Source: an optimization exercise on an open RTL-to-GDS flow (aim: small area, a short achievable clock period and few clock cycles per item). Production flows keep margins and buffers that such runs may drop. At most, simulation tests tie the RTL to the original design; equivalence was not proved. The RTL of run 1 was laid out without a check of its function. No activity file was given, so power comes from the tool's default toggle rates.

[flow/design.v]
module mul24(input [23:0] a, input [23:0] a2, input [11:0] one, input [11:0] two, input [11:0] neg, input b23, input en, input [25:0] x0, input [25:0] x1, output [47:0] r0, output [47:0] r1);
wire [299:0] pv;
wire [25:0] ax = {1'b0, a, 1'b0};
wire [25:0] ax2 = {1'b0, a2, 1'b0};
wire [23:0] pl = a & {24{b23}};
wire [11:0] zero = ~(one | two);
wire [11:0] nn = ~neg & {12{en}};
wire t1, t2;
wire t3, t4;
wire t5, t6;
wire t7, t8;
wire t9, t10;
wire t11, t12;
wire t13, t14;
wire t15, t16;
wire t17, t18;
wire t19, t20;
wire t21, t22;
wire t23, t24;
wire t25, t26;
wire t27, t28;
wire t29, t30;
wire t31, t32;
wire t33, t34;
wire t35, t36;
wire t37, t38;
wire t39, t40;
wire t41, t42;
wire t43, t44;
wire t45, t46;
wire t47, t48;
wire t49, t50;
wire t51, t52;
wire t53, t54;
wire t55, t56;
wire t57, t58;
wire t59, t60;
wire t61, t62;
wire t63, t64;
wire t65, t66;
wire t67, t68;
wire t69, t70;
wire t71, t72;
wire t73, t74;
wire t75, t76;
wire t77, t78;
wire t79, t80;
wire t81, t82;
wire t83, t84;
wire t85, t86;
wire t87, t88;
wire t89, t90;
wire t91, t92;
wire t93, t94;
wire t95, t96;
wire t97, t98;
wire t99, t100;
wire t101, t102;
wire t103, t104;
wire t105, t106;
wire t107, t108;
wire t109, t110;
wire t111, t112;
wire t113, t114;
wire t115, t116;
wire t117, t118;
wire t119, t120;
wire t121, t122;
wire t123, t124;
wire t125, t126;
wire t127, t128;
wire t129, t130;
wire t131, t132;
wire t133, t134;
wire t135, t136;
wire t137, t138;
wire t139, t140;
wire t141, t142;
wire t143, t144;
wire t145, t146;
wire t147, t148;
wire t149, t150;
wire t151, t152;
wire t153, t154;
wire t155, t156;
wire t157, t158;
wire t159, t160;
wire t161, t162;
wire t163, t164;
wire t165, t166;
wire t167, t168;
wire t169, t170;
wire t171, t172;
wire t173, t174;
wire t175, t176;
wire t177, t178;
wire t179, t180;
wire t181, t182;
wire t183, t184;
wire t185, t186;
wire t187, t188;
wire t189, t190;
wire t191, t192;
wire t193, t194;
wire t195, t196;
wire t197, t198;
wire t199, t200;
wire t201, t202;
wire t203, t204;
wire t205, t206;
wire t207, t208;
wire t209, t210;
wire t211, t212;
wire t213, t214;
wire t215, t216;
wire t217, t218;
wire t219, t220;
wire t221, t222;
wire t223, t224;
wire t225, t226;
wire t227, t228;
wire t229, t230;
wire t231, t232;
wire t233, t234;
wire t235, t236;
wire t237, t238;
wire t239, t240;
wire t241, t242;
wire t243, t244;
wire t245, t246;
wire t247, t248;
wire t249, t250;
wire t251, t252;
wire t253, t254;
wire t255, t256;
wire t257, t258;
wire t259, t260;
wire t261, t262;
wire t263, t264;
wire t265, t266;
wire t267, t268;
wire t269, t270;
wire t271, t272;
wire t273, t274;
wire t275, t276;
wire t277, t278;
wire t279, t280;
wire t281, t282;
wire t283, t284;
wire t285, t286;
wire t287, t288;
wire t289, t290;
wire t291, t292;
wire t293, t294;
wire t295, t296;
wire t297, t298;
wire t299, t300;
wire t301, t302;
wire t303, t304;
wire t305, t306;
wire t307, t308;
wire t309, t310;
wire t311, t312;
wire t313, t314;
wire t315, t316;
wire t317, t318;
wire t319, t320;
wire t321, t322;
wire t323, t324;
wire t325, t326;
wire t327, t328;
wire t329, t330;
wire t331, t332;
wire t333, t334;
wire t335, t336;
wire t337, t338;
wire t339, t340;
wire t341, t342;
wire t343, t344;
wire t345, t346;
wire t347, t348;
wire t349, t350;
wire t351, t352;
wire t353, t354;
wire t355, t356;
wire t357, t358;
wire t359, t360;
wire t361, t362;
wire t363, t364;
wire t365, t366;
wire t367, t368;
wire t369, t370;
wire t371, t372;
wire t373, t374;
wire t375, t376;
wire t377, t378;
wire t379, t380;
wire t381, t382;
wire t383, t384;
wire t385, t386;
wire t387, t388;
wire t389, t390;
wire t391, t392;
wire t393, t394;
wire t395, t396;
wire t397, t398;
wire t399, t400;
wire t401, t402;
wire t403, t404;
wire t405, t406;
wire t407, t408;
wire t409, t410;
wire t411, t412;
wire t413, t414;
wire t415, t416;
wire t417, t418;
wire t419, t420;
wire t421, t422;
wire t423, t424;
wire t425, t426;
wire t427, t428;
wire t429, t430;
wire t431, t432;
wire t433, t434;
wire t435, t436;
wire t437, t438;
wire t439, t440;
wire t441, t442;
wire t443, t444;
wire t445, t446;
wire t447, t448;
wire t449, t450;
wire t451, t452;
wire t453, t454;
wire t455, t456;
wire t457, t458;
wire t459, t460;
wire t461, t462;
wire t463, t464;
wire t465, t466;
wire t467, t468;
wire t469, t470;
wire t471, t472;
wire t473, t474;
wire t475, t476;
wire t477, t478;
wire t479, t480;
wire t481, t482;
wire t483, t484;
wire t485, t486;
wire t487, t488;
wire t489, t490;
wire t491, t492;
wire t493, t494;
wire t495, t496;
wire t497, t498;
wire t499, t500;
wire t501, t502;
wire t503, t504;
wire t505, t506;
wire t507, t508;
wire t509, t510;
wire t511, t512;
wire t513, t514;
wire t515, t516;
wire t517, t518;
wire t519, t520;
wire t521, t522;
wire t523, t524;
wire t525, t526;
wire t527, t528;
wire t529, t530;
wire t531, t532;
wire t533, t534;
wire t535, t536;
wire t537, t538;
wire t539, t540;
wire t541, t542;
wire t543, t544;
wire t545, t546;
wire t547, t548;
wire t549, t550;
wire t551, t552;
wire t553, t554;
wire t555, t556;
wire t557, t558;
wire t559, t560;
wire t561, t562;
wire t563, t564;
wire t565, t566;
wire t567, t568;
wire t569, t570;
wire t571, t572;
wire t573, t574;
wire t575, t576;
wire t577, t578;
wire t579, t580;
wire t581, t582;
wire t583, t584;
wire t585, t586;
wire t587, t588;
wire t589, t590;
wire t591, t592;
genvar gi, gj;
generate for (gi = 0; gi < 6; gi = gi + 1) begin : g_pp
  wire [25:0] ny;
  assign ny[0] = ~neg[gi];
  assign ny[25] = ~neg[gi];
  for (gj = 0; gj < 24; gj = gj + 1) begin : g_x
    bxo ux(ax2[gj+1], neg[gi], ny[gj+1]);
  end
  for (gj = 0; gj < 25; gj = gj + 1) begin : g_j
    bsel3 u(one[gi], two[gi], zero[gi], ny[25], ny[gj+1], ny[gj], pv[gi*25+gj]);
  end
end endgenerate
generate for (gi = 6; gi < 12; gi = gi + 1) begin : g_pq
  wire [25:0] ny;
  assign ny[0] = ~neg[gi];
  assign ny[25] = ~neg[gi];
  for (gj = 0; gj < 24; gj = gj + 1) begin : g_x
    bxo ux(ax[gj+1], neg[gi], ny[gj+1]);
  end
  for (gj = 0; gj < 25; gj = gj + 1) begin : g_j
    bsel3 u(one[gi], two[gi], zero[gi], ny[25] , ny[gj+1], ny[gj], pv[gi*25+gj]);
  end
end endgenerate
ha2 ut1(pv[16], pv[39], t1, t2);
ha2 ut3(pv[17], pv[40], t3, t4);
fa3 ut5(pv[18], pv[41], pv[64], t5, t6);
ha2 ut7(pv[87], pv[110], t7, t8);
fa3 ut9(pv[19], pv[42], pv[65], t9, t10);
ha2 ut11(pv[88], pv[111], t11, t12);
fa3 ut13(pv[20], pv[43], pv[66], t13, t14);
fa3 ut15(pv[89], pv[112], pv[135], t15, t16);
ha2 ut17(pv[158], pv[181], t17, t18);
fa3 ut19(pv[21], pv[44], pv[67], t19, t20);
fa3 ut21(pv[90], pv[113], pv[136], t21, t22);
ha2 ut23(pv[159], pv[182], t23, t24);
fa3 ut25(pv[22], pv[45], pv[68], t25, t26);
fa3 ut27(pv[91], pv[114], pv[137], t27, t28);
fa3 ut29(pv[160], pv[183], pv[206], t29, t30);
ha2 ut31(pv[229], pv[252], t31, t32);
fa3 ut33(pv[23], pv[46], pv[69], t33, t34);
fa3 ut35(pv[92], pv[115], pv[138], t35, t36);
fa3 ut37(pv[161], pv[184], pv[207], t37, t38);
ha2 ut39(pv[230], pv[253], t39, t40);
fa3 ut41(pv[24], pv[47], pv[70], t41, t42);
fa3 ut43(pv[93], pv[116], pv[139], t43, t44);
fa3 ut45(pv[162], pv[185], pv[208], t45, t46);
fa3 ut47(pv[231], pv[254], pv[277], t47, t48);
fa3 ut49(neg[0], pv[48], pv[71], t49, t50);
fa3 ut51(pv[94], pv[117], pv[140], t51, t52);
fa3 ut53(pv[163], pv[186], pv[209], t53, t54);
fa3 ut55(pv[232], pv[255], pv[278], t55, t56);
fa3 ut57(neg[0], pv[49], pv[72], t57, t58);
fa3 ut59(pv[95], pv[118], pv[141], t59, t60);
fa3 ut61(pv[164], pv[187], pv[210], t61, t62);
fa3 ut63(pv[233], pv[256], pv[279], t63, t64);
fa3 ut65(nn[0], nn[1], pv[73], t65, t66);
fa3 ut67(pv[96], pv[119], pv[142], t67, t68);
fa3 ut69(pv[165], pv[188], pv[211], t69, t70);
fa3 ut71(pv[234], pv[257], pv[280], t71, t72);
fa3 ut73(en, pv[74], pv[97], t73, t74);
fa3 ut75(pv[120], pv[143], pv[166], t75, t76);
fa3 ut77(pv[189], pv[212], pv[235], t77, t78);
ha2 ut79(pv[258], pv[281], t79, t80);
fa3 ut81(nn[2], pv[98], pv[121], t81, t82);
fa3 ut83(pv[144], pv[167], pv[190], t83, t84);
fa3 ut85(pv[213], pv[236], pv[259], t85, t86);
fa3 ut87(en, pv[99], pv[122], t87, t88);
fa3 ut89(pv[145], pv[168], pv[191], t89, t90);
ha2 ut91(pv[214], pv[237], t91, t92);
fa3 ut93(nn[3], pv[123], pv[146], t93, t94);
fa3 ut95(pv[169], pv[192], pv[215], t95, t96);
fa3 ut97(en, pv[124], pv[147], t97, t98);
ha2 ut99(pv[170], pv[193], t99, t100);
fa3 ut101(nn[4], pv[148], pv[171], t101, t102);
ha2 ut103(en, pv[149], t103, t104);
ha2 ut105(pv[10], pv[33], t105, t106);
ha2 ut107(pv[11], pv[34], t107, t108);
fa3 ut109(pv[12], pv[35], pv[58], t109, t110);
ha2 ut111(pv[81], pv[104], t111, t112);
fa3 ut113(pv[13], pv[36], pv[59], t113, t114);
ha2 ut115(pv[82], pv[105], t115, t116);
fa3 ut117(pv[14], pv[37], pv[60], t117, t118);
fa3 ut119(pv[83], pv[106], pv[129], t119, t120);
ha2 ut121(pv[152], pv[175], t121, t122);
fa3 ut123(pv[15], pv[38], pv[61], t123, t124);
fa3 ut125(pv[84], pv[107], pv[130], t125, t126);
ha2 ut127(pv[153], pv[176], t127, t128);
fa3 ut129(t1, pv[62], pv[85], t129, t130);
fa3 ut131(pv[108], pv[131], pv[154], t131, t132);
fa3 ut133(pv[177], pv[200], neg[8], t133, t134);
fa3 ut135(t2, t3, pv[63], t135, t136);
fa3 ut137(pv[86], pv[109], pv[132], t137, t138);
fa3 ut139(pv[155], pv[178], pv[201], t139, t140);
fa3 ut141(t4, t5, t7, t141, t142);
fa3 ut143(pv[133], pv[156], pv[179], t143, t144);
fa3 ut145(pv[202], pv[225], neg[9], t145, t146);
fa3 ut147(t6, t8, t9, t147, t148);
fa3 ut149(t11, pv[134], pv[157], t149, t150);
fa3 ut151(pv[180], pv[203], pv[226], t151, t152);
fa3 ut153(t10, t12, t13, t153, t154);
fa3 ut155(t15, t17, pv[204], t155, t156);
fa3 ut157(pv[227], pv[250], neg[10], t157, t158);
fa3 ut159(t14, t16, t18, t159, t160);
fa3 ut161(t19, t21, t23, t161, t162);
fa3 ut163(pv[205], pv[228], pv[251], t163, t164);
fa3 ut165(t20, t22, t24, t165, t166);
fa3 ut167(t25, t27, t29, t167, t168);
fa3 ut169(t31, pv[275], neg[11], t169, t170);
fa3 ut171(t26, t28, t30, t171, t172);
fa3 ut173(t32, t33, t35, t173, t174);
fa3 ut175(t37, t39, pv[276], t175, t176);
fa3 ut177(t34, t36, t38, t177, t178);
fa3 ut179(t40, t41, t43, t179, t180);
fa3 ut181(t45, t47, pl[0], t181, t182);
fa3 ut183(t42, t44, t46, t183, t184);
fa3 ut185(t48, t49, t51, t185, t186);
fa3 ut187(t53, t55, pl[1], t187, t188);
fa3 ut189(t50, t52, t54, t189, t190);
fa3 ut191(t56, t57, t59, t191, t192);
fa3 ut193(t61, t63, pl[2], t193, t194);
fa3 ut195(t58, t60, t62, t195, t196);
fa3 ut197(t64, t65, t67, t197, t198);
fa3 ut199(t69, t71, pl[3], t199, t200);
fa3 ut201(t66, t68, t70, t201, t202);
fa3 ut203(t72, t73, t75, t203, t204);
fa3 ut205(t77, t79, pl[4], t205, t206);
fa3 ut207(t74, t76, t78, t207, t208);
fa3 ut209(t80, t81, t83, t209, t210);
fa3 ut211(t85, pv[282], pl[5], t211, t212);
fa3 ut213(t82, t84, t86, t213, t214);
fa3 ut215(t87, t89, t91, t215, t216);
fa3 ut217(pv[260], pv[283], pl[6], t217, t218);
fa3 ut219(t88, t90, t92, t219, t220);
fa3 ut221(t93, t95, pv[238], t221, t222);
fa3 ut223(pv[261], pv[284], pl[7], t223, t224);
fa3 ut225(t94, t96, t97, t225, t226);
fa3 ut227(t99, pv[216], pv[239], t227, t228);
fa3 ut229(pv[262], pv[285], pl[8], t229, t230);
fa3 ut231(t98, t100, t101, t231, t232);
fa3 ut233(pv[194], pv[217], pv[240], t233, t234);
fa3 ut235(pv[263], pv[286], pl[9], t235, t236);
fa3 ut237(t102, t103, pv[172], t237, t238);
fa3 ut239(pv[195], pv[218], pv[241], t239, t240);
fa3 ut241(pv[264], pv[287], pl[10], t241, t242);
fa3 ut243(t104, nn[5], pv[173], t243, t244);
fa3 ut245(pv[196], pv[219], pv[242], t245, t246);
fa3 ut247(pv[265], pv[288], pl[11], t247, t248);
fa3 ut249(en, pv[174], pv[197], t249, t250);
fa3 ut251(pv[220], pv[243], pv[266], t251, t252);
ha2 ut253(pv[289], pl[12], t253, t254);
fa3 ut255(nn[6], pv[198], pv[221], t255, t256);
fa3 ut257(pv[244], pv[267], pv[290], t257, t258);
fa3 ut259(en, pv[199], pv[222], t259, t260);
ha2 ut261(pv[245], pv[268], t261, t262);
fa3 ut263(nn[7], pv[223], pv[246], t263, t264);
ha2 ut265(en, pv[224], t265, t266);
ha2 ut267(pv[6], pv[29], t267, t268);
ha2 ut269(pv[7], pv[30], t269, t270);
fa3 ut271(pv[8], pv[31], pv[54], t271, t272);
ha2 ut273(pv[77], pv[100], t273, t274);
fa3 ut275(pv[9], pv[32], pv[55], t275, t276);
ha2 ut277(pv[78], pv[101], t277, t278);
fa3 ut279(t105, pv[56], pv[79], t279, t280);
fa3 ut281(pv[102], pv[125], neg[5], t281, t282);
fa3 ut283(t106, t107, pv[57], t283, t284);
fa3 ut285(pv[80], pv[103], pv[126], t285, t286);
fa3 ut287(t108, t109, t111, t287, t288);
fa3 ut289(pv[127], pv[150], neg[6], t289, t290);
fa3 ut291(t110, t112, t113, t291, t292);
fa3 ut293(t115, pv[128], pv[151], t293, t294);
fa3 ut295(t114, t116, t117, t295, t296);
fa3 ut297(t119, t121, neg[7], t297, t298);
fa3 ut299(t118, t120, t122, t299, t300);
fa3 ut301(t123, t125, t127, t301, t302);
fa3 ut303(t124, t126, t128, t303, t304);
fa3 ut305(t129, t131, t133, t305, t306);
fa3 ut307(t130, t132, t134, t307, t308);
fa3 ut309(t135, t137, t139, t309, t310);
fa3 ut311(t136, t138, t140, t311, t312);
fa3 ut313(t141, t143, t145, t313, t314);
fa3 ut315(t142, t144, t146, t315, t316);
fa3 ut317(t147, t149, t151, t317, t318);
fa3 ut319(t148, t150, t152, t319, t320);
fa3 ut321(t153, t155, t157, t321, t322);
fa3 ut323(t154, t156, t158, t323, t324);
fa3 ut325(t159, t161, t163, t325, t326);
fa3 ut327(t160, t162, t164, t327, t328);
fa3 ut329(t165, t167, t169, t329, t330);
fa3 ut331(t166, t168, t170, t331, t332);
fa3 ut333(t171, t173, t175, t333, t334);
fa3 ut335(t172, t174, t176, t335, t336);
fa3 ut337(t177, t179, t181, t337, t338);
fa3 ut339(t178, t180, t182, t339, t340);
fa3 ut341(t183, t185, t187, t341, t342);
fa3 ut343(t184, t186, t188, t343, t344);
fa3 ut345(t189, t191, t193, t345, t346);
fa3 ut347(t190, t192, t194, t347, t348);
fa3 ut349(t195, t197, t199, t349, t350);
fa3 ut351(t196, t198, t200, t351, t352);
fa3 ut353(t201, t203, t205, t353, t354);
fa3 ut355(t202, t204, t206, t355, t356);
fa3 ut357(t207, t209, t211, t357, t358);
fa3 ut359(t208, t210, t212, t359, t360);
fa3 ut361(t213, t215, t217, t361, t362);
fa3 ut363(t214, t216, t218, t363, t364);
fa3 ut365(t219, t221, t223, t365, t366);
fa3 ut367(t220, t222, t224, t367, t368);
fa3 ut369(t225, t227, t229, t369, t370);
fa3 ut371(t226, t228, t230, t371, t372);
fa3 ut373(t231, t233, t235, t373, t374);
fa3 ut375(t232, t234, t236, t375, t376);
fa3 ut377(t237, t239, t241, t377, t378);
fa3 ut379(t238, t240, t242, t379, t380);
fa3 ut381(t243, t245, t247, t381, t382);
fa3 ut383(t244, t246, t248, t383, t384);
fa3 ut385(t249, t251, t253, t385, t386);
fa3 ut387(t250, t252, t254, t387, t388);
fa3 ut389(t255, t257, pl[13], t389, t390);
fa3 ut391(t256, t258, t259, t391, t392);
fa3 ut393(t261, pv[291], pl[14], t393, t394);
fa3 ut395(t260, t262, t263, t395, t396);
fa3 ut397(pv[269], pv[292], pl[15], t397, t398);
fa3 ut399(t264, t265, pv[247], t399, t400);
fa3 ut401(pv[270], pv[293], pl[16], t401, t402);
fa3 ut403(t266, nn[8], pv[248], t403, t404);
fa3 ut405(pv[271], pv[294], pl[17], t405, t406);
fa3 ut407(en, pv[249], pv[272], t407, t408);
ha2 ut409(pv[295], pl[18], t409, t410);
fa3 ut411(nn[9], pv[273], pv[296], t411, t412);
ha2 ut413(en, pv[274], t413, t414);
ha2 ut415(pv[4], pv[27], t415, t416);
ha2 ut417(pv[5], pv[28], t417, t418);
fa3 ut419(t267, pv[52], pv[75], t419, t420);
fa3 ut421(t268, t269, pv[53], t421, t422);
fa3 ut423(t270, t271, t273, t423, t424);
fa3 ut425(t272, t274, t275, t425, t426);
fa3 ut427(t276, t278, t279, t427, t428);
fa3 ut429(t280, t282, t283, t429, t430);
fa3 ut431(t284, t286, t287, t431, t432);
fa3 ut433(t288, t290, t291, t433, t434);
fa3 ut435(t292, t294, t295, t435, t436);
fa3 ut437(t296, t298, t299, t437, t438);
fa3 ut439(t300, t302, t303, t439, t440);
fa3 ut441(t304, t306, t307, t441, t442);
fa3 ut443(t308, t310, t311, t443, t444);
fa3 ut445(t312, t314, t315, t445, t446);
fa3 ut447(t316, t318, t319, t447, t448);
fa3 ut449(t320, t322, t323, t449, t450);
fa3 ut451(t324, t326, t327, t451, t452);
fa3 ut453(t328, t330, t331, t453, t454);
fa3 ut455(t332, t334, t335, t455, t456);
fa3 ut457(t336, t338, t339, t457, t458);
fa3 ut459(t340, t342, t343, t459, t460);
fa3 ut461(t344, t346, t347, t461, t462);
fa3 ut463(t348, t350, t351, t463, t464);
fa3 ut465(t352, t354, t355, t465, t466);
fa3 ut467(t356, t358, t359, t467, t468);
fa3 ut469(t360, t362, t363, t469, t470);
fa3 ut471(t364, t366, t367, t471, t472);
fa3 ut473(t368, t370, t371, t473, t474);
fa3 ut475(t372, t374, t375, t475, t476);
fa3 ut477(t376, t378, t379, t477, t478);
fa3 ut479(t380, t382, t383, t479, t480);
fa3 ut481(t384, t386, t387, t481, t482);
fa3 ut483(t388, t390, t391, t483, t484);
fa3 ut485(t392, t394, t395, t485, t486);
fa3 ut487(t396, t398, t399, t487, t488);
fa3 ut489(t400, t402, t403, t489, t490);
fa3 ut491(t404, t406, t407, t491, t492);
fa3 ut493(t408, t410, t411, t493, t494);
fa3 ut495(t412, t413, pv[297], t495, t496);
fa3 ut497(t414, nn[10], pv[298], t497, t498);
ha2 ut499(en, pv[299], t499, t500);
ha2 ut501(pv[2], pv[25], t501, t502);
ha2 ut503(pv[3], pv[26], t503, t504);
fa3 ut505(t415, pv[50], neg[2], t505, t506);
fa3 ut507(t416, t417, pv[51], t507, t508);
fa3 ut509(t418, t419, neg[3], t509, t510);
fa3 ut511(t420, t421, pv[76], t511, t512);
fa3 ut513(t422, t423, neg[4], t513, t514);
fa3 ut515(t424, t425, t277, t515, t516);
fa3 ut517(t426, t427, t281, t517, t518);
fa3 ut519(t428, t429, t285, t519, t520);
fa3 ut521(t430, t431, t289, t521, t522);
fa3 ut523(t432, t433, t293, t523, t524);
fa3 ut525(t434, t435, t297, t525, t526);
fa3 ut527(t436, t437, t301, t527, t528);
fa3 ut529(t438, t439, t305, t529, t530);
fa3 ut531(t440, t441, t309, t531, t532);
fa3 ut533(t442, t443, t313, t533, t534);
fa3 ut535(t444, t445, t317, t535, t536);
fa3 ut537(t446, t447, t321, t537, t538);
fa3 ut539(t448, t449, t325, t539, t540);
fa3 ut541(t450, t451, t329, t541, t542);
fa3 ut543(t452, t453, t333, t543, t544);
fa3 ut545(t454, t455, t337, t545, t546);
fa3 ut547(t456, t457, t341, t547, t548);
fa3 ut549(t458, t459, t345, t549, t550);
fa3 ut551(t460, t461, t349, t551, t552);
fa3 ut553(t462, t463, t353, t553, t554);
fa3 ut555(t464, t465, t357, t555, t556);
fa3 ut557(t466, t467, t361, t557, t558);
fa3 ut559(t468, t469, t365, t559, t560);
fa3 ut561(t470, t471, t369, t561, t562);
fa3 ut563(t472, t473, t373, t563, t564);
fa3 ut565(t474, t475, t377, t565, t566);
fa3 ut567(t476, t477, t381, t567, t568);
fa3 ut569(t478, t479, t385, t569, t570);
fa3 ut571(t480, t481, t389, t571, t572);
fa3 ut573(t482, t483, t393, t573, t574);
fa3 ut575(t484, t485, t397, t575, t576);
fa3 ut577(t486, t487, t401, t577, t578);
fa3 ut579(t488, t489, t405, t579, t580);
fa3 ut581(t490, t491, t409, t581, t582);
fa3 ut583(t492, t493, pl[19], t583, t584);
fa3 ut585(t494, t495, pl[20], t585, t586);
fa3 ut587(t496, t497, pl[21], t587, t588);
fa3 ut589(t498, t499, pl[22], t589, t590);
fa3 ut591(t500, nn[11], pl[23], t591, t592);
assign r0 = {t590, t588, t586, t584, t582, t580, t578, t576, t574, t572, t570, t568, t566, t564, t562, t560, t558, t556, t554, t552, t550, t548, t546, t544, t542, t540, t538, t536, t534, t532, t530, t528, t526, t524, t522, t520, t518, t516, t514, t512, t510, t508, t506, t504, t502, t501, pv[1], pv[0]} | {x0, 22'd0};
assign r1 = {t591, t589, t587, t585, t583, t581, t579, t577, t575, t573, t571, t569, t567, t565, t563, t561, t559, t557, t555, t553, t551, t549, t547, t545, t543, t541, t539, t537, t535, t533, t531, t529, t527, t525, t523, t521, t519, t517, t515, t513, t511, t509, t507, t505, t503, neg[1], 1'b0, neg[0]} | {x1, 22'd0};
endmodule
module fa3(input a, input b, input c, output s, output co);
assign s = a ^ b ^ c;
assign co = (a & b) | (a & c) | (b & c);
endmodule
module bxo(input a, input n, output y);
assign y = ~(a ^ n);
endmodule
module bsel3(input one, input two, input zero, input nneg, input y, input yl, output p);
assign p = ~((one & y) | (two & yl) | (zero & nneg));
endmodule
module ha2(input a, input b, output s, output co);
assign s = a ^ b;
assign co = a & b;
endmodule
module FPU(
input [31:0] Data1,
input [31:0] Data2,
input Clock,
input Reset,
input In_Data_Valid,
input Op,
output reg [31:0] Data_Out,
output reg Out_Data_Valid
);
reg [31:0] a0;
reg [31:23] b0;
reg [23:0] ab0;
reg mz2_0, andz0;
reg [11:0] one0, two0, neg0;
reg b23_0, ha0;
reg op0;
wire [25:0] be = {1'b0, |Data2[30:23], Data2[22:0], 1'b0};
integer i;
reg [2:0] vp;
always @(posedge Clock) begin
	a0 <= Data1;
	b0 <= Data2[31:23];
	op0 <= Op;
	ha0 <= |Data1[30:23];
	ab0 <= Op ? {|Data1[30:23], Data1[22:0]} : {|Data2[30:23], Data2[22:0]};
	mz2_0 <= ~|Data2[22:0];
	andz0 <= ~|(Data1[30:0] & Data2[30:0]);
	b23_0 <= Op & (|Data2[30:23]);
	for (i = 0; i < 12; i = i + 1) begin
		one0[i] <= Op & (be[2*i+1] ^ be[2*i]);
		two0[i] <= Op & ((be[2*i+2] & ~be[2*i+1] & ~be[2*i]) | (~be[2*i+2] & be[2*i+1] & be[2*i]));
		neg0[i] <= Op & be[2*i+2];
	end
end
always @(posedge Clock)
if (Reset) begin
	vp <= 3'd0;
	Out_Data_Valid <= 1'b0;
end else begin
	vp <= {vp[1:0], In_Data_Valid};
	Out_Data_Valid <= vp[2];
end
wire s1 = a0[31];
wire s2 = b0[31];
wire [7:0] e1 = a0[30:23];
wire [7:0] e2 = b0[30:23];
wire [23:0] MA = {ha0, a0[22:0]};
wire [23:0] MB = ab0;    
wire addm = ~op0;
wire swap = {e2, ab0[22:0]} > a0[30:0];
wire ge = e1 >= e2;
wire [7:0] d = ge ? (e1 - e2) : (e2 - e1);
wire [7:0] eL = ge ? e1 : e2;
wire [23:0] ML = swap ? MB : {|e1, a0[22:0]};
wire [23:0] MS = swap ? {|e1, a0[22:0]} : MB;
wire sub = addm & (s1 ^ s2);
wire [23:0] MSs = (op0 || d > 8'd23) ? 24'd0 : (MS >> d[4:0]);
wire [47:0] A0 = {1'b0, ML & {24{addm}}, sub, 22'd0};
wire [47:0] A1 = {sub, MSs ^ {24{sub}}, sub, 22'd0};
wire [47:0] r0, r1;
mul24 mul(.a(MA), .a2(ab0), .one(one0), .two(two0), .neg(neg0), .b23(b23_0), .en(op0),
	.x0(A0[47:22]), .x1(A1[47:22]), .r0(r0), .r1(r1));
wire [9:0] expm = {2'b00, e1} + {2'b00, e2} - 10'd127;
wire [9:0] base = op0 ? expm : {2'b00, eL};
wire [9:0] thr = base - 10'd254;
wire ff1 = &e1;
wire ff2 = &e2;
wire mz1 = ~|a0[22:0];
wire mz2 = mz2_0;
wire z1 = ~|a0[30:0];
wire z2 = ~|e2 & mz2_0;
wire nan = (ff1 & ~mz1) | (ff2 & ~mz2);
wire inf1 = ff1 & mz1;
wire inf2 = ff2 & mz2;
wire efa = nan | (inf1 & inf2 & (s1 ^ s2));
wire efm = nan | (z1 & inf2) | (z2 & inf1);
wire [9:0] bp = base + 10'd1;
reg [47:0] row0, row1;
reg [7:0] bp1;
reg men1, negx1;
reg thrv1, thrge1;
reg op1, sg1, ef1, nzand1, andz1;
always @(posedge Clock) begin
	row0 <= r0;
	row1 <= r1;
	bp1 <= bp[7:0];
	men1 <= ~bp[9] & (bp <= 10'd24);
	negx1 <= bp[9];
	thrv1 <= ~thr[9] & (thr <= 10'd24);
	thrge1 <= ~thr[9] & (thr >= 10'd25);
	op1 <= op0;
	sg1 <= op0 ? (s1 ^ s2) : (swap ? s2 : s1);
	ef1 <= op0 ? efm : efa;
	nzand1 <= ~z1 & ~z2;
	andz1 <= andz0;
end
wire [47:0] X = row0 + row1;
reg [47:0] X2;
reg [7:0] bp2;
reg men2, negx2;
reg thrv2, thrge2;
reg op2, sg2, ef2, nzand2, andz2;
always @(posedge Clock) begin
	X2 <= X;
	bp2 <= bp1;
	men2 <= men1;
	negx2 <= negx1;
	thrv2 <= thrv1;
	thrge2 <= thrge1;
	op2 <= op1;
	sg2 <= sg1;
	ef2 <= ef1;
	nzand2 <= nzand1;
	andz2 <= andz1;
end
wire negx = negx2;
wire [24:0] mask = men2 ? (25'h1000000 >> bp2[4:0]) : 25'd0;
wire [31:0] lzin32 = {X2[47:23] | mask, 7'h7f};
wire [31:0] lz_z0 = ~lzin32;
wire [15:0] lz_z1;
wire [15:0] lz_c1;
assign lz_z1[0] = lz_z0[1] & lz_z0[0];
assign lz_c1[0] = lz_z0[1];
assign lz_z1[1] = lz_z0[3] & lz_z0[2];
assign lz_c1[1] = lz_z0[3];
assign lz_z1[2] = lz_z0[5] & lz_z0[4];
assign lz_c1[2] = lz_z0[5];
assign lz_z1[3] = lz_z0[7] & lz_z0[6];
assign lz_c1[3] = lz_z0[7];
assign lz_z1[4] = lz_z0[9] & lz_z0[8];
assign lz_c1[4] = lz_z0[9];
assign lz_z1[5] = lz_z0[11] & lz_z0[10];
assign lz_c1[5] = lz_z0[11];
assign lz_z1[6] = lz_z0[13] & lz_z0[12];
assign lz_c1[6] = lz_z0[13];
assign lz_z1[7] = lz_z0[15] & lz_z0[14];
assign lz_c1[7] = lz_z0[15];
assign lz_z1[8] = lz_z0[17] & lz_z0[16];
assign lz_c1[8] = lz_z0[17];
assign lz_z1[9] = lz_z0[19] & lz_z0[18];
assign lz_c1[9] = lz_z0[19];
assign lz_z1[10] = lz_z0[21] & lz_z0[20];
assign lz_c1[10] = lz_z0[21];
assign lz_z1[11] = lz_z0[23] & lz_z0[22];
assign lz_c1[11] = lz_z0[23];
assign lz_z1[12] = lz_z0[25] & lz_z0[24];
assign lz_c1[12] = lz_z0[25];
assign lz_z1[13] = lz_z0[27] & lz_z0[26];
assign lz_c1[13] = lz_z0[27];
assign lz_z1[14] = lz_z0[29] & lz_z0[28];
assign lz_c1[14] = lz_z0[29];
assign lz_z1[15] = lz_z0[31] & lz_z0[30];
assign lz_c1[15] = lz_z0[31];
wire [7:0] lz_z2;
wire [15:0] lz_c2;
assign lz_z2[0] = lz_z1[1] & lz_z1[0];
assign lz_c2[1:0] = lz_z1[1] ? {1'b1, lz_c1[0:0]} : {1'b0, lz_c1[1:1]};
assign lz_z2[1] = lz_z1[3] & lz_z1[2];
assign lz_c2[3:2] = lz_z1[3] ? {1'b1, lz_c1[2:2]} : {1'b0, lz_c1[3:3]};
assign lz_z2[2] = lz_z1[5] & lz_z1[4];
assign lz_c2[5:4] = lz_z1[5] ? {1'b1, lz_c1[4:4]} : {1'b0, lz_c1[5:5]};
assign lz_z2[3] = lz_z1[7] & lz_z1[6];
assign lz_c2[7:6] = lz_z1[7] ? {1'b1, lz_c1[6:6]} : {1'b0, lz_c1[7:7]};
assign lz_z2[4] = lz_z1[9] & lz_z1[8];
assign lz_c2[9:8] = lz_z1[9] ? {1'b1, lz_c1[8:8]} : {1'b0, lz_c1[9:9]};
assign lz_z2[5] = lz_z1[11] & lz_z1[10];
assign lz_c2[11:10] = lz_z1[11] ? {1'b1, lz_c1[10:10]} : {1'b0, lz_c1[11:11]};
assign lz_z2[6] = lz_z1[13] & lz_z1[12];
assign lz_c2[13:12] = lz_z1[13] ? {1'b1, lz_c1[12:12]} : {1'b0, lz_c1[13:13]};
assign lz_z2[7] = lz_z1[15] & lz_z1[14];
assign lz_c2[15:14] = lz_z1[15] ? {1'b1, lz_c1[14:14]} : {1'b0, lz_c1[15:15]};
wire [3:0] lz_z3;
wire [11:0] lz_c3;
assign lz_z3[0] = lz_z2[1] & lz_z2[0];
assign lz_c3[2:0] = lz_z2[1] ? {1'b1, lz_c2[1:0]} : {1'b0, lz_c2[3:2]};
assign lz_z3[1] = lz_z2[3] & lz_z2[2];
assign lz_c3[5:3] = lz_z2[3] ? {1'b1, lz_c2[5:4]} : {1'b0, lz_c2[7:6]};
assign lz_z3[2] = lz_z2[5] & lz_z2[4];
assign lz_c3[8:6] = lz_z2[5] ? {1'b1, lz_c2[9:8]} : {1'b0, lz_c2[11:10]};
assign lz_z3[3] = lz_z2[7] & lz_z2[6];
assign lz_c3[11:9] = lz_z2[7] ? {1'b1, lz_c2[13:12]} : {1'b0, lz_c2[15:14]};
wire [1:0] lz_z4;
wire [7:0] lz_c4;
assign lz_z4[0] = lz_z3[1] & lz_z3[0];
assign lz_c4[3:0] = lz_z3[1] ? {1'b1, lz_c3[2:0]} : {1'b0, lz_c3[5:3]};
assign lz_z4[1] = lz_z3[3] & lz_z3[2];
assign lz_c4[7:4] = lz_z3[3] ? {1'b1, lz_c3[8:6]} : {1'b0, lz_c3[11:9]};
wire [0:0] lz_z5;
wire [4:0] lz_c5;
assign lz_z5[0] = lz_z4[1] & lz_z4[0];
assign lz_c5[4:0] = lz_z4[1] ? {1'b1, lz_c4[3:0]} : {1'b0, lz_c4[7:4]};
wire [4:0] cnt = lz_c5;
wire zeroM = ~|X2[47:23];
wire [46:0] q0 = X2[46:0];
wire [46:0] q1 = cnt[4] ? {q0[30:0], 16'd0} : q0;
wire [46:0] q2 = cnt[3] ? {q1[38:0], 8'd0} : q1;
wire [46:0] q3 = cnt[2] ? {q2[42:0], 4'd0} : q2;
wire [46:0] q4 = cnt[1] ? {q3[44:0], 2'd0} : q3;
wire [46:0] shl = cnt[0] ? {q4[45:0], 1'd0} : q4;
wire [7:0] et = bp2 - {3'd0, cnt};
wire [4:0] thr5 = bp2[4:0] + 5'd1;
wire [24:0] therm = ~(25'h0ffffff >> thr5);
wire OFm = thrge2 | (thrv2 & (|(X2[47:23] & therm)));
wire bp255 = (bp2 == 8'd255);
wire OFa = zeroM ? bp255 : ((bp255 & X2[47]) | ((bp2 == 8'd0) & ~X2[47] & X2[46]));
wire OF = op2 ? OFm : OFa;
wire zero25 = ~|lzin32[31:7];
wire [22:0] mres = (OF || negx || zero25 || (op2 && andz2)) ? 23'd0 : shl[46:24];
wire [7:0] eres = OF ? 8'hFF :
                  (op2 ? ((nzand2 && !negx) ? et : 8'd0)
                       : (zeroM ? 8'd0 : et));
always @(posedge Clock)
	Data_Out <= ef2 ? 32'hFFFFFFFF : {sg2, eres, mres};
endmodule
[flow/flow/run.sh]
#!/bin/bash
set -euo pipefail
bash standard.sh SETUP_SLACK_MARGIN=10.9 'BUFFER_PORTS_ARGS=-buffer_cell sky130_fd_sc_hd__buf_1' finish > standard.log 2>&1
[flow/standard.sh]
#!/bin/bash
# synth_recipe.tcl (not shown) runs the flow's synth.tcl, then flattens the netlist and writes it again
# the make line also repeats each setting of config.mk as NAME=value (left out here)
make -C /OpenROAD-flow-scripts/flow DESIGN_CONFIG=/design/flow/config.mk WORK_HOME=/design/flow/orfs CLKGATE_MAP_FILE= SYNTH_SCRIPT=/design/flow/synth_recipe.tcl "${@:-finish}"
[flow/config.mk]
export PLATFORM = sky130hd
export DESIGN_NAME = FPU
export DESIGN_NICKNAME = FPU
export VERILOG_FILES = /design/flow/design.v
export SDC_FILE = /design/flow/constraint.sdc
export NUM_CORES = 8
export LEC_CHECK = 0
export CAP_MARGIN = 20
export CORE_MARGIN = 2
export CORE_UTILIZATION = 55
export CTS_CLUSTER_DIAMETER = 120
export CTS_CLUSTER_SIZE = 28
export PLACE_DENSITY = 0.65
export SLEW_MARGIN = 20
export SYNTH_HIERARCHICAL = 1
export SYNTH_MINIMUM_KEEP_SIZE = 0
export TNS_END_PERCENT = 5
[flow/constraint.sdc]
create_clock -name core_clock -period 15.0 [get_ports {Clock}]
set_input_delay 3.0000 -clock core_clock [delete_from_list [all_inputs] [get_ports {Clock}]]
set_output_delay 3.0000 -clock core_clock [all_outputs]
set_load 0.01 [all_outputs]
==> results.cfg, run 1 <==
[cts]
clock_tree_from_tritoncts = yes
cts.clk_slew.worst_paths_ps = 100
max-clock-path-buffers = 3
cts_hold_repair.buffers = 0
clk_latency_ps = 590
clock_sinks = 319
htree_num_levels = 1
ctsRootBufferMaster = clkbuf_16
numCtsBuffers = 17

[drt]
avgViaCountPerCell = 7.130
routed_wirelength_mm = 113.1
drt-initial-drc-count = 5034
drt-wirelength-per-cell_um = 29.31
post-route-drc-count = 0
dr_total_vias = 27500
drt_first_pass_iters = 15
drt.antenna.violating_nets = 0

[floorplan]
initial_standard_cell_utilization_of_the_core_pct = 55.73
floorplan.io_pins = 101
die_y_um = 237.5
placement_rows = 85
coreArea_mm2 = 0.05381
die_area_mm2 = 0.05641
die_x_um = 237.5

[setup_path]
crit_arrival_ps = 4740
critical_path_class = input pin to flip-flop
required_worst_endpoint_ps = 15380
worstPathMaxFanout = 9
worst-path-buf-inv = 1
rrSetupSlack_ps = 10690
crit_family = compound AO/OA/AOI/OAI gates
cp_cell_instances = buf_1, or3b_2, a21boi_0
cp_slowest_cell = a21boi_0
timing.critical_path.from_type = input pin
crit_path_capture_type = flip-flop
max_stage_delay_ps = 660

[logic_synthesis]
synth_seq_area_share_pct = 21.30
synth_async_sr_flop_share_pct = 0
synth.yosys.warnings = 7
netlist_area_mm2 = 0.02999
ys_dominant_reg_cell = dfxtp_1
syn_inst = 2957
synth_enable_flop_cells = 0
synth_seq_cells = 319
synth.distinct_cells = 96
syn-mean-instance-area_um2 = 10.14

[timing]
number_of_hold_violations_in_the_final_report = 0
setup_failing_eps_final = 0
period_needed_ps = 4362
timing.clock.skew_ps = 38.75
achievable-frequency_mhz = 229.2
totalNegativeSetupSlack_ps = 0
slew_viol_final = 0
maxSlewHeadroom_pct = 45.95
fin_ws_ps = 10640
rsz0062_at_grt = true
worstMarginPinSlew_ps = 804.9
post-route-period-util_pct = 29.08

[final_layout]
fillers = 4416
most-common-layout-cells = xnor2_1 (361), a222oi_1 (301), dfxtp_1 (260), fa_1 (260), ha_1 (139)
layout-drive-gt1-share_pct = 18.33
layout.cells.most_common = xnor2_1
nets = 3641
area_growth_syn_to_layout_pct = 13.56

[power]
reported_leakage_power_nw = 12.89
ratio_of_total_power_to_cell_area_mw_per_mm2 = 195.4
power.ir.vdd_worst_mv = 0.1380

[flow_run]
max-cap-violations = 0

[placement]
pre_cts_slack_ps = 9157
gp_congestion = 0.9888
place.detailed.hpwl_mm = 79.12
port_buffers = 100

[grt]
grt_first_pass_wirelength_mm = 168.1
grt.total_usage_pct = 39.23
overflow = 0
grt_pass1_vias = 27230
antenna_found_initial = 5
grt_start_max_net_pins = 62

[min_path]
min_path_type = flip-flop to flip-flop

[run_status]
run_status = timing/DRC/antenna clean
[logic make-up after synthesis]
family | share of synthesized area, %
AO/OA/AOI/OAI | 21.05
AND/OR/NAND/NOR | 11.00
adder cells (fa/ha/maj) | 24.30
XOR/XNOR | 11.59
flip-flops | 21.30
buffers and inverters | 3.847
multiplexers | 6.884
other | 0.02504
[Yosys stat by module, one instance, submodules excluded]
module	cell area (µm²)	flip-flops and latches	cells inside
FPU	17750	319	1913
bxo	8.758	0	1
mul24	1026	0	160
fa3	20.02	0	1
ha2	12.51	0	1
bsel3	10.01	0	1
[through the flow]
stage          std cells  hold WS (ps)  utilization, %  power, mW  instance area [µm²]
2_1_floorplan       2957         309.6               -      4.432                30090
3_3_place_gp        3677         311.3           57.72      5.753                31060
3_5_place_dp        3677         312.1           57.72      5.796                31060
4_1_cts             3822         336.7           62.16      6.498                33450
5_1_grt             3857         342.6           63.28      7.054                34050
6_report            3857         335.8           63.28      6.653                34050
[layer usage]
layer  up-vias  track usage (%)  wire, µm
li1      11690                -         -
met1     13270            50.14     42260
met2      2060            61.15     49410
met3       475            9.627     13620
met4         8            21.71      7697
met5         -                0        71
[flip-flops by register name (all words and copies together), names as in the netlist, 3 cells and up]
register  count
Data_Out     32
X2           48
a0           32
ab0          24
b0            9
bp1           8
bp2           8
neg0         12
one0         12
row0         48
row1         48
two0         12
vp            3
[timing repair]
item / CTS / global route
pin swaps: 25 / 42
setup endpoints to repair: 96 / 82
resized for setup: 144 / 93
cloned: 20 / 3
buffers inserted: 99 / 30
[power by group]
group          total [mW]  switching, mW  internal, mW
registers            1.42          0.253          1.17
clock network       0.556          0.319         0.238
logic                4.68           2.61          2.06
[synth_stat cells (37+ instances only)]
library cell,count,area [µm²]
mux2_2,41,461.7
nor2_1,131,491.7
nand2_1,137,514.2
clkbuf_1,50,187.7
ha_1,152,1902
a222oi_1,301,3013
nor2b_1,38,237.7
inv_1,100,375.4
buf_4,50,375.4
and2_1,37,231.5
o21ai_0,78,390.4
nand3_1,49,245.2
fa_1,269,5385
a21oi_1,136,680.7
dfxtp_1,319,6386
xnor2_1,365,3197
or2_2,55,344.1
mux2i_1,96,960.9
a21o_1,43,322.8
[cell type report]
class                      count  area [µm²]  area share (%)
clock inverter                 7       123.9          0.3637
inverter                     105       454.2           1.334
sequential                   319        6568           19.29
timing repair buffer         296        2476           7.271
multi-input combinational   2404       23070           67.74
clock buffer                  19       432.9           1.271
tap                          696       870.8           2.557
timing repair inverter         9       55.05          0.1617
antenna                        2       5.005         0.01470
[path summary, 6_finish.rpt]
| check | start | end | depth (start not counted) |
|---|---|---|---|
| max reg2reg | two0[4] | row1[33] | 8 |
| max | Data2[5] | two0[2] | 3 |
| min | bp1[5] | bp2[5] | 0 |
| min reg2reg | bp1[5] | bp2[5] | 0 |
==> run 2: changes to the inputs <==
--- a/flow/design.v
+++ b/flow/design.v
@@ -1,8 +1,6 @@
-module mul24(input [23:0] a, input [23:0] a2, input [11:0] one, input [11:0] two, input [11:0] neg, input b23, input en, input [25:0] x0, input [25:0] x1, output [47:0] r0, output [47:0] r1);
+module mul24(input [23:0] a, input [11:0] one, input [11:0] two, input [11:0] neg, input b23, input en, input [25:0] x0, input [25:0] x1, output [47:0] r0, output [47:0] r1);
 wire [299:0] pv;
 wire [25:0] ax = {1'b0, a, 1'b0};
-wire [25:0] ax2 = {1'b0, a2, 1'b0};
 wire [23:0] pl = a & {24{b23}};
-wire [11:0] zero = ~(one | two);
 wire [11:0] nn = ~neg & {12{en}};
 wire t1, t2;
@@ -303,24 +301,7 @@
 wire t591, t592;
 genvar gi, gj;
-generate for (gi = 0; gi < 6; gi = gi + 1) begin : g_pp
-  wire [25:0] ny;
-  assign ny[0] = ~neg[gi];
-  assign ny[25] = ~neg[gi];
-  for (gj = 0; gj < 24; gj = gj + 1) begin : g_x
-    bxo ux(ax2[gj+1], neg[gi], ny[gj+1]);
-  end
-  for (gj = 0; gj < 25; gj = gj + 1) begin : g_j
-    bsel3 u(one[gi], two[gi], zero[gi], ny[25], ny[gj+1], ny[gj], pv[gi*25+gj]);
-  end
-end endgenerate
-generate for (gi = 6; gi < 12; gi = gi + 1) begin : g_pq
-  wire [25:0] ny;
-  assign ny[0] = ~neg[gi];
-  assign ny[25] = ~neg[gi];
-  for (gj = 0; gj < 24; gj = gj + 1) begin : g_x
-    bxo ux(ax[gj+1], neg[gi], ny[gj+1]);
-  end
+generate for (gi = 0; gi < 12; gi = gi + 1) begin : g_pp
   for (gj = 0; gj < 25; gj = gj + 1) begin : g_j
-    bsel3 u(one[gi], two[gi], zero[gi], ny[25] , ny[gj+1], ny[gj], pv[gi*25+gj]);
+    bpp u(one[gi], two[gi], neg[gi], ax[gj+1], ax[gj], pv[gi*25+gj]);
   end
 end endgenerate
@@ -628,9 +609,6 @@
 assign co = (a & b) | (a & c) | (b & c);
 endmodule
-module bxo(input a, input n, output y);
-assign y = ~(a ^ n);
-endmodule
-module bsel3(input one, input two, input zero, input nneg, input y, input yl, output p);
-assign p = ~((one & y) | (two & yl) | (zero & nneg));
+module bpp(input one, input two, input neg, input x, input xl, output p);
+assign p = ((one & x) | (two & xl)) ^ neg;
 endmodule
 module ha2(input a, input b, output s, output co);
@@ -648,8 +626,5 @@
 output reg Out_Data_Valid
 );
-reg [31:0] a0;
-reg [31:23] b0;
-reg [23:0] ab0;
-reg mz2_0, andz0;
+reg [31:0] a0, b0;
 reg [11:0] one0, two0, neg0;
 reg b23_0, ha0;
@@ -660,10 +635,7 @@
 always @(posedge Clock) begin
 	a0 <= Data1;
-	b0 <= Data2[31:23];
+	b0 <= Data2;
 	op0 <= Op;
 	ha0 <= |Data1[30:23];
-	ab0 <= Op ? {|Data1[30:23], Data1[22:0]} : {|Data2[30:23], Data2[22:0]};
-	mz2_0 <= ~|Data2[22:0];
-	andz0 <= ~|(Data1[30:0] & Data2[30:0]);
 	b23_0 <= Op & (|Data2[30:23]);
 	for (i = 0; i < 12; i = i + 1) begin
@@ -686,7 +658,7 @@
 wire [7:0] e2 = b0[30:23];
 wire [23:0] MA = {ha0, a0[22:0]};
-wire [23:0] MB = ab0;    
+wire [23:0] MB = {|e2, b0[22:0]};
 wire addm = ~op0;
-wire swap = {e2, ab0[22:0]} > a0[30:0];
+wire swap = b0[30:0] > a0[30:0];
 wire ge = e1 >= e2;
 wire [7:0] d = ge ? (e1 - e2) : (e2 - e1);
@@ -699,5 +671,5 @@
 wire [47:0] A1 = {sub, MSs ^ {24{sub}}, sub, 22'd0};
 wire [47:0] r0, r1;
-mul24 mul(.a(MA), .a2(ab0), .one(one0), .two(two0), .neg(neg0), .b23(b23_0), .en(op0),
+mul24 mul(.a(MA), .one(one0), .two(two0), .neg(neg0), .b23(b23_0), .en(op0),
 	.x0(A0[47:22]), .x1(A1[47:22]), .r0(r0), .r1(r1));
 wire [9:0] expm = {2'b00, e1} + {2'b00, e2} - 10'd127;
@@ -707,7 +679,7 @@
 wire ff2 = &e2;
 wire mz1 = ~|a0[22:0];
-wire mz2 = mz2_0;
+wire mz2 = ~|b0[22:0];
 wire z1 = ~|a0[30:0];
-wire z2 = ~|e2 & mz2_0;
+wire z2 = ~|b0[30:0];
 wire nan = (ff1 & ~mz1) | (ff2 & ~mz2);
 wire inf1 = ff1 & mz1;
@@ -718,34 +690,41 @@
 reg [47:0] row0, row1;
 reg [7:0] bp1;
+reg [4:0] mpos1;
 reg men1, negx1;
-reg thrv1, thrge1;
-reg op1, sg1, ef1, nzand1, andz1;
+reg [5:0] thr1;
+reg thrbig1;
+reg op1, sg1, ef1, nzand1, andz1, e254_1;
 always @(posedge Clock) begin
 	row0 <= r0;
 	row1 <= r1;
 	bp1 <= bp[7:0];
+	mpos1 <= bp[4:0];
 	men1 <= ~bp[9] & (bp <= 10'd24);
 	negx1 <= bp[9];
-	thrv1 <= ~thr[9] & (thr <= 10'd24);
-	thrge1 <= ~thr[9] & (thr >= 10'd25);
+	thr1 <= {thr[9], thr[4:0]};
+	thrbig1 <= ~thr[9] & (|thr[8:5]);
 	op1 <= op0;
 	sg1 <= op0 ? (s1 ^ s2) : (swap ? s2 : s1);
 	ef1 <= op0 ? efm : efa;
 	nzand1 <= ~z1 & ~z2;
-	andz1 <= andz0;
+	andz1 <= ~|(a0[30:0] & b0[30:0]);
+	e254_1 <= (eL == 8'd254);
 end
 wire [47:0] X = row0 + row1;
 reg [47:0] X2;
 reg [7:0] bp2;
+reg [4:0] mpos2;
 reg men2, negx2;
-reg thrv2, thrge2;
-reg op2, sg2, ef2, nzand2, andz2;
+reg [5:0] thr2;
+reg thrbig2;
+reg op2, sg2, ef2, nzand2, andz2, e254_2;
 always @(posedge Clock) begin
 	X2 <= X;
 	bp2 <= bp1;
+	mpos2 <= mpos1;
 	men2 <= men1;
 	negx2 <= negx1;
-	thrv2 <= thrv1;
-	thrge2 <= thrge1;
+	thr2 <= thr1;
+	thrbig2 <= thrbig1;
 	op2 <= op1;
 	sg2 <= sg1;
@@ -753,7 +732,8 @@
 	nzand2 <= nzand1;
 	andz2 <= andz1;
+	e254_2 <= e254_1;
 end
 wire negx = negx2;
-wire [24:0] mask = men2 ? (25'h1000000 >> bp2[4:0]) : 25'd0;
+wire [24:0] mask = men2 ? (25'h1000000 >> mpos2) : 25'd0;
 wire [31:0] lzin32 = {X2[47:23] | mask, 7'h7f};
 wire [31:0] lz_z0 = ~lzin32;
@@ -832,19 +812,11 @@
 wire [4:0] cnt = lz_c5;
 wire zeroM = ~|X2[47:23];
-wire [46:0] q0 = X2[46:0];
-wire [46:0] q1 = cnt[4] ? {q0[30:0], 16'd0} : q0;
-wire [46:0] q2 = cnt[3] ? {q1[38:0], 8'd0} : q1;
-wire [46:0] q3 = cnt[2] ? {q2[42:0], 4'd0} : q2;
-wire [46:0] q4 = cnt[1] ? {q3[44:0], 2'd0} : q3;
-wire [46:0] shl = cnt[0] ? {q4[45:0], 1'd0} : q4;
+wire [47:0] shl = X2 << cnt;
 wire [7:0] et = bp2 - {3'd0, cnt};
-wire [4:0] thr5 = bp2[4:0] + 5'd1;
-wire [24:0] therm = ~(25'h0ffffff >> thr5);
-wire OFm = thrge2 | (thrv2 & (|(X2[47:23] & therm)));
-wire bp255 = (bp2 == 8'd255);
-wire OFa = zeroM ? bp255 : ((bp255 & X2[47]) | ((bp2 == 8'd0) & ~X2[47] & X2[46]));
+wire thrneg = thr2[5];
+wire OFm = thrbig2 | (~thrneg & ({1'b0, cnt} <= thr2));
+wire OFa = zeroM ? e254_2 : (~thrneg & ~thrbig2 & ({1'b0, cnt} == thr2));
 wire OF = op2 ? OFm : OFa;
-wire zero25 = ~|lzin32[31:7];
-wire [22:0] mres = (OF || negx || zero25 || (op2 && andz2)) ? 23'd0 : shl[46:24];
+wire [22:0] mres = (OF || negx || cnt == 5'd25 || (op2 && andz2)) ? 23'd0 : shl[46:24];
 wire [7:0] eres = OF ? 8'hFF :
                   (op2 ? ((nzand2 && !negx) ? et : 8'd0)
==> flow/flow/run.sh (replaced) <==
#!/bin/bash
set -euo pipefail
bash standard.sh SETUP_SLACK_MARGIN=11 finish > standard.log 2>&1
--- a/flow/config.mk
+++ b/flow/config.mk
@@ -9,9 +9,6 @@
 export CORE_MARGIN = 2
 export CORE_UTILIZATION = 55
-export CTS_CLUSTER_DIAMETER = 120
-export CTS_CLUSTER_SIZE = 28
 export PLACE_DENSITY = 0.65
 export SLEW_MARGIN = 20
 export SYNTH_HIERARCHICAL = 1
 export SYNTH_MINIMUM_KEEP_SIZE = 0
-export TNS_END_PERCENT = 5
==> results.cfg, run 2 <==
[logic_synthesis]
synth.distinct_cells = 92
netlist_area_mm2 = 0.03076
synth.yosys.warnings = 7
synth_top_area_cell = dfxtp_1
synth_seq_cells = 328
most_used_standard_cell_by_instance_count_after_synthesis = xnor2_1
syn-mean-instance-area_um2 = 10.59
synth_commonest_cells = xnor2_1 (364), dfxtp_1 (328), a22oi_2 (300)
syn_inst = 2905
synth_enable_flop_cells = 0
post_synth_main_area_contributors = dfxtp_1 (21%), fa_1 (18%), a22oi_2 (12%), xnor2_1 (10%), ha_1 (7.0%)
ys_dominant_reg_cell = dfxtp_1
yosysTopAreaCellShare_pct = 21.35
synth_async_sr_flop_share_pct = 0
synth_seq_area_share_pct = 21.35

[setup_path]
crit_family = compound AO/OA/AOI/OAI gates
required_worst_endpoint_ps = 15500
cp_cell_instances = nor4_4, buf_4, nand4_4, a21oi_4, inv_4, a311o_1, or4_4, nand2_8, inv_8, ha_4, nor2b_1, o21ai_1, nand4b_1, o21ai_1, a222oi_1, and2_4, a21boi_4, nor2_4, a311oi_2, a21boi_2
max_stage_delay_ps = 470
crit_arrival_ps = 4670
timing.critical_path.depth = 20
worst_r2r_path_depth = 20
timing.critical_path.from_type = flip-flop
cp_slowest_cell = or4_4
critical_path_class = flip-flop to flip-flop
worstPathMaxFanout = 5
crit_path_capture_type = flip-flop
critical-path-top-cell-by-count = o21ai_1
worst-path-buf-inv = 3

[power]
ratio_of_total_power_to_cell_area_mw_per_mm2 = 195.6
power.internal_mw = 3.949
sequentialPowerShare_pct = 20.0
clock_power_share_pct = 13.6
combinationalPowerShare_pct = 66.3
reported_leakage_power_nw = 14.21
net-switching-power_mw = 3.279
power.ir.vdd_worst_mv = 0.1359
power_switching_share_pct = 45.36

[drt]
drt_first_pass_iters = 6
routed_wirelength_mm = 110.8
drt.antenna.violating_nets = 0
avgViaCountPerCell = 6.590
post-route-drc-count = 0
dr_total_vias = 25850
drt-wirelength-per-cell_um = 28.25
drt-initial-drc-count = 2630

[placement]
gp_congestion = 0.9658
port_buffers = 100
place.detailed.hpwl_mm = 69.85

[timing]
totalNegativeSetupSlack_ps = 0
period_needed_ps = 4164
maxSlewHeadroom_pct = 24.63
timing.clock.skew_ps = 40.98
worstMarginPinSlew_ps = 1116
hold-worst-slack_ps = 324.9
rsz0062_at_grt = true
setup_failing_eps_final = 0
achievable-frequency_mhz = 240.2
slew_viol_final = 0
number_of_hold_violations_in_the_final_report = 0
post-route-period-util_pct = 27.76

[final_layout]
layout-drive-gt1-share_pct = 30.94
fillers = 4229
area_growth_syn_to_layout_pct = 20.14
layout.cells.most_common = xnor2_1
most-common-layout-cells = xnor2_1 (356), a22oi_2 (300), fa_1 (260)
area.sequential_mm2 = 0.006817
nets = 3651
multi_input_comb_area_mm2 = 0.02430
largest_registers = X2 (48), row0 (48), row1 (48)

[min_path]
min_path_type = flip-flop to flip-flop
worstHoldPathCells = 0

[cts]
cts_hold_repair.buffers = 0
max-clock-path-buffers = 3
clock_sinks = 328
htree_num_levels = 2
ctsRootBufferMaster = clkbuf_16
cts.clk_slew.worst_paths_ps = 60
numCtsBuffers = 40
clock_tree_from_tritoncts = yes
clk_latency_ps = 610

[flow_run]
max-cap-violations = 0

[floorplan]
die_y_um = 240.5
initial_standard_cell_utilization_of_the_core_pct = 55.72
placement_rows = 86
coreArea_mm2 = 0.05520
die_x_um = 240.5
die_area_mm2 = 0.05783
floorplan.io_pins = 101

[grt]
antenna_found_initial = 5
grt_start_max_net_pins = 59
overflow = 0
grt_pass1_vias = 26890
grt.total_usage_pct = 38.18
grt_first_pass_wirelength_mm = 164.4

[run_status]
run_status = timing/DRC/antenna clean
## run 2: metrics by stage
stage          setup WS (ps)  area, µm²  util (%)  instances  power [mW]
3_3_place_gp            9498      32750     59.33       3709       5.763
4_1_cts                10850      35850     64.95       3869       6.991
2_1_floorplan          10840      31090         -       2929       4.478
3_5_place_dp            9480      32750     59.33       3709       5.792
5_1_grt                10680      36950     66.94       3922       7.639
6_report               10840      36950     66.95       3923       7.228
## run 2: area by class of cell
cell class,count,share of cell area (%)
inverter,94,1.009
multi-input combinational,2400,65.76
antenna,1,0.006772
clock buffer,53,3.061
clock inverter,20,0.5485
tap,748,2.533
timing repair buffer,279,8.634
sequential,328,18.45
## run 2: timing repair
item                                    CTS  global route
endpoints found under the setup margin  121           109
setup buffers                            79            48
gates resized for setup                 362           143
gates cloned                              8             5
pin swaps                                36            46
## run 2: power by group through the flow
stage | clock (mW) | combinational (mW) | sequential, mW
finish | 0.986 | 4.79 | 1.45
detailed placement | 0 | 4.32 | 1.47
CTS | 0.999 | 4.55 | 1.44
global route | 1.04 | 5.13 | 1.47
floorplan | 0 | 3.06 | 1.42
global placement | 0 | 4.30 | 1.46
## run 2: worst reg2reg max path, stage by stage (launching register included)
cell and delay (ps):
dfxtp_4 360, nor4_4 250, buf_4 180, nand4_4 130, a21oi_4 190, inv_4 50
a311o_1 280, or4_4 470, nand2_8 120, inv_8 40, ha_4 140, nor2b_1 100
o21ai_1 80, nand4b_1 80, o21ai_1 70, a222oi_1 390, and2_4 260, a21boi_4 300
nor2_4 90, a311oi_2 300, a21boi_2 190
## run 2: cell families after synthesis
family / synth area share [%]
AOI/OAI and AO/OA: 21.41
xor gates and xnor gates: 11.39
adders and majority gates: 24.46
buffers and inverters: 3.262
DFF: 21.35
muxes: 7.664
other: 0.02442
and+or+nand+nor: 10.44
## run 2: worst paths after layout
path	slack, ps	to	startpoint
worst max-delay path	10840	Data_Out[13]	X2[44]
worst min-delay path	320	thr2[2]	thr1[2]
worst max register to register	10840	Data_Out[13]	X2[44]
worst min register to register	320	thr2[2]	thr1[2]
## run 2: metal layers
| metal | share of wire, % | GRT usage [%] |
|---|---|---|
| met3 | 11 | 9.747 |
| met2 | 45 | 59.88 |
| met1 | 37 | 46.94 |
| met5 | 0.022 | 0 |
| met4 | 7.1 | 23.92 |
## run 2: per-module statistics from Yosys, one instance, submodules excluded
module / area, µm² / cells inside / flip-flops and latches
ha2: 12.51 / 1 / 0
bpp: 21.27 / 2 / 0
mul24: 935.9 / 136 / 0
FPU: 17760 / 1873 / 328
fa3: 20.02 / 1 / 0
Testbench counts of run 2, summed over its fixed seeds: cycles 14,231, items 8,000.

## afterwards: timing with drivers on the ports
No port has a modelled driver above. Below, the same layouts with a new extraction and two added sets of constraints. Step 1 sets driving cells, clkbuf_16 on the clock port and buf_2 on the other inputs (assumed; they add their load-dependent delay and slew). Step 2, shift: input delay + t, output delay - t, t = (earliest + latest rising clock arrival at the registers) / 2. This alone moves slack from input paths to output paths. Three values: ideal, step 1, step 2; two values: the first two.
run	t (ns)	slack for setup (ns)	cell pins on the clock port's net
run 1	0.635	10.638 / 10.674 / 10.038	1
run 2	0.656	10.836 / 10.836 / 10.686	1
After both steps setup and hold are still met in every run listed. The setup slack of run 1, which loses most, moves by +0.036 ns with the drivers and by -0.600 ns with both steps.
